Context: an optimization exercise on an open-source flow, tuned for small area, a short achievable clock period and few clock cycles per item. The choices shown serve that exercise and are no tape-out recipe.
In this exercise RTL edits were held to simulation tests only and were not proved equivalent to the original.

## job 101
## fpu_top
module fpu_top
  (input wire         clk,
   input wire         rstn,
   input wire         start,
   input wire [3:0]   op,
   input wire [31:0]  a,
   input wire [31:0]  b,
   output wire        ready,
   output wire        done,
   output wire [31:0] result);
Size: roughly 10000 cells after synthesis, ~110 I/O pins, about 63000 um2 of cells after synthesis.
Settings: LEC_CHECK=0, ABC_AREA=1, CAP_MARGIN=20, CORE_MARGIN=2, CORE_UTILIZATION=45, SLEW_MARGIN=20, TNS_END_PERCENT=10; clock period 17.5 ns.
standard.sh (not shown) runs the stock make flow with config.mk's settings and CLKGATE_MAP_FILE= SYNTH_SCRIPT=/design/flow/synth_recipe.tcl, a recipe that flattens the netlist after the stock synthesis.
==> flow/flow/run.sh <==
#!/bin/bash
export SETUP_SLACK_MARGIN=10
export BUFFER_PORTS_ARGS="-buffer_cell sky130_fd_sc_hd__buf_4"
bash standard.sh > standard.log 2>&1
Testbench counts of job 101, summed over its fixed seeds: cycles 58,171, ops 24,000.
For job 102, these inputs were changed with respect to job 101:
==> flow/flow/run.sh <==
#!/bin/bash
export SETUP_SLACK_MARGIN=9
bash standard.sh > standard.log 2>&1
-- flow/config.mk --
<<< job 101, line 6
export NUM_CORES = 8
export LEC_CHECK = 0
export ABC_AREA = 1
export CAP_MARGIN = 20
export CORE_MARGIN = 2
>>> job 102, line 6
export NUM_CORES = 8
export LEC_CHECK = 0
export CAP_MARGIN = 20
export CORE_MARGIN = 2
==> run notes <==
Job 102 vs. job 101: number of optimization iterations in the first detailed-route pass increased 4.
The start point of the critical path comes out PR[19]$_DFFE_PP_ in one run and PR[21]$_DFFE_PP_ in the other, namely in job 101 and job 102 respectively.
Destination of the critical timing path: result[29] -> job 102, PR[1]$_DFFE_PP_ -> job 101
In job 102, aggregate global-route resource usage is lower than in job 101.
No run among job 102 and job 101 stopped early or left any final violation; all are clean.
Here is what was changed in the inputs of job 103 compared with job 102.
==> flow/flow/run.sh <==
#!/bin/bash
export SETUP_SLACK_MARGIN=9
export BUFFER_PORTS_ARGS="-buffer_cell sky130_fd_sc_hd__buf_4"
bash standard.sh > standard.log 2>&1
==> run notes <==
Looking at critical path depth, job 103 sits below job 102. Looking at final instance area across job 103 and job 102, the one that comes out higher is job 103. In job 103, register-to-register slack is lower than in job 102. In job 103, the clock network latency to the later pin of the worst-skew pair came out 0.03 ns below the value in job 102. NOTE count of buffers not belonging to the clock network in the layout job 102->job 103 increased by a few percent. Sort job 103 and job 102 by number of global-route vias before repair asc -> top: job 102. Job 102 has a lower global-route usage than job 103.
Inputs modified between job 103 and job 104:
==> flow/flow/run.sh <==
#!/bin/bash
export SETUP_SLACK_MARGIN=10.5
export BUFFER_PORTS_ARGS="-buffer_cell sky130_fd_sc_hd__buf_4"
bash standard.sh > standard.log 2>&1
-- flow/config.mk --
<<< job 103, line 6
export NUM_CORES = 8
export LEC_CHECK = 0
export CAP_MARGIN = 20
export CORE_MARGIN = 2
>>> job 104, line 6
export NUM_CORES = 8
export LEC_CHECK = 0
export ABC_AREA = 1
export CAP_MARGIN = 20
export CORE_MARGIN = 2
### Flow results
Overall routed net length delta for job 104 relative to job 103: 45000 um lower
NOTE: number of buffers inserted during clock tree synthesis in job 104 exceeds that of job 103
Job 104 vs job 103, standard cell area after detailed placement went down by 9.5%.
Standard-cell row count, job 104 vs job 103: down by a few percent
Between job 103 and job 104, the flow reports maximum frequency increasing by a little under 10%.
Here is what was changed in the inputs of job 105 compared with job 104.
-- flow/config.mk --
<<< job 104, line 10
export CORE_MARGIN = 2
export CORE_UTILIZATION = 45
export SLEW_MARGIN = 20
export TNS_END_PERCENT = 10
>>> job 105, line 10
export CORE_MARGIN = 2
export CORE_UTILIZATION = 45
export PLACE_DENSITY = 0.7
export SLEW_MARGIN = 20
export TNS_END_PERCENT = 10
### Flow results
- Job 105 completed end to end; final checks failed (capacitance limit, slew limit).
- Critical path depth, job 105 and job 104, lower one = job 104.
- Cell count of the worst reg-to-reg path: job 105 < job 104
- Least setup slack across all paths after layout delta (job 105 − job 104): unfavourable

## static timing again, ports no longer ideal
How much do the figures lean on ideal ports? The routed layouts below were timed once more, with nothing changed but the port constraints. Step 1 assumes that a clkbuf_16 drives the clock port and a buf_2 every other input. Step 2 adds t to the input delays and takes it off the output delays; t is the mean of the earliest and latest rising clock arrival at the registers after step 1. Input paths then give back, and output paths get back, about the clock's delay inside the block. a / b / c = ideal ports / drivers / drivers and shift; a / b = the first two.
| run | t, ns | setup slack, ns | worst setup path at the end | slew at the worst register clock pin (ns) |
|---|---|---|---|---|
| job 101 | 0.720 | 9.151 / 9.145 / 9.042 | input to register | 0.07 / 0.07 |
| job 102 | 0.772 | 8.516 / 8.408 / 7.985 | input to register | 0.08 / 0.08 |
| job 103 | 0.731 | 8.574 / 8.471 / 8.626 | register to register | 0.08 / 0.08 |
| job 104 | 0.760 | 9.220 / 9.127 / 8.733 | input to register | 0.08 / 0.08 |
| job 105 | 0.716 | 9.194 / 9.147 / 8.805 | input to register | 0.10 / 0.10 |
For job 102, which loses most, drivers alone change the setup slack by -0.108 ns; drivers and shift together by -0.531 ns.
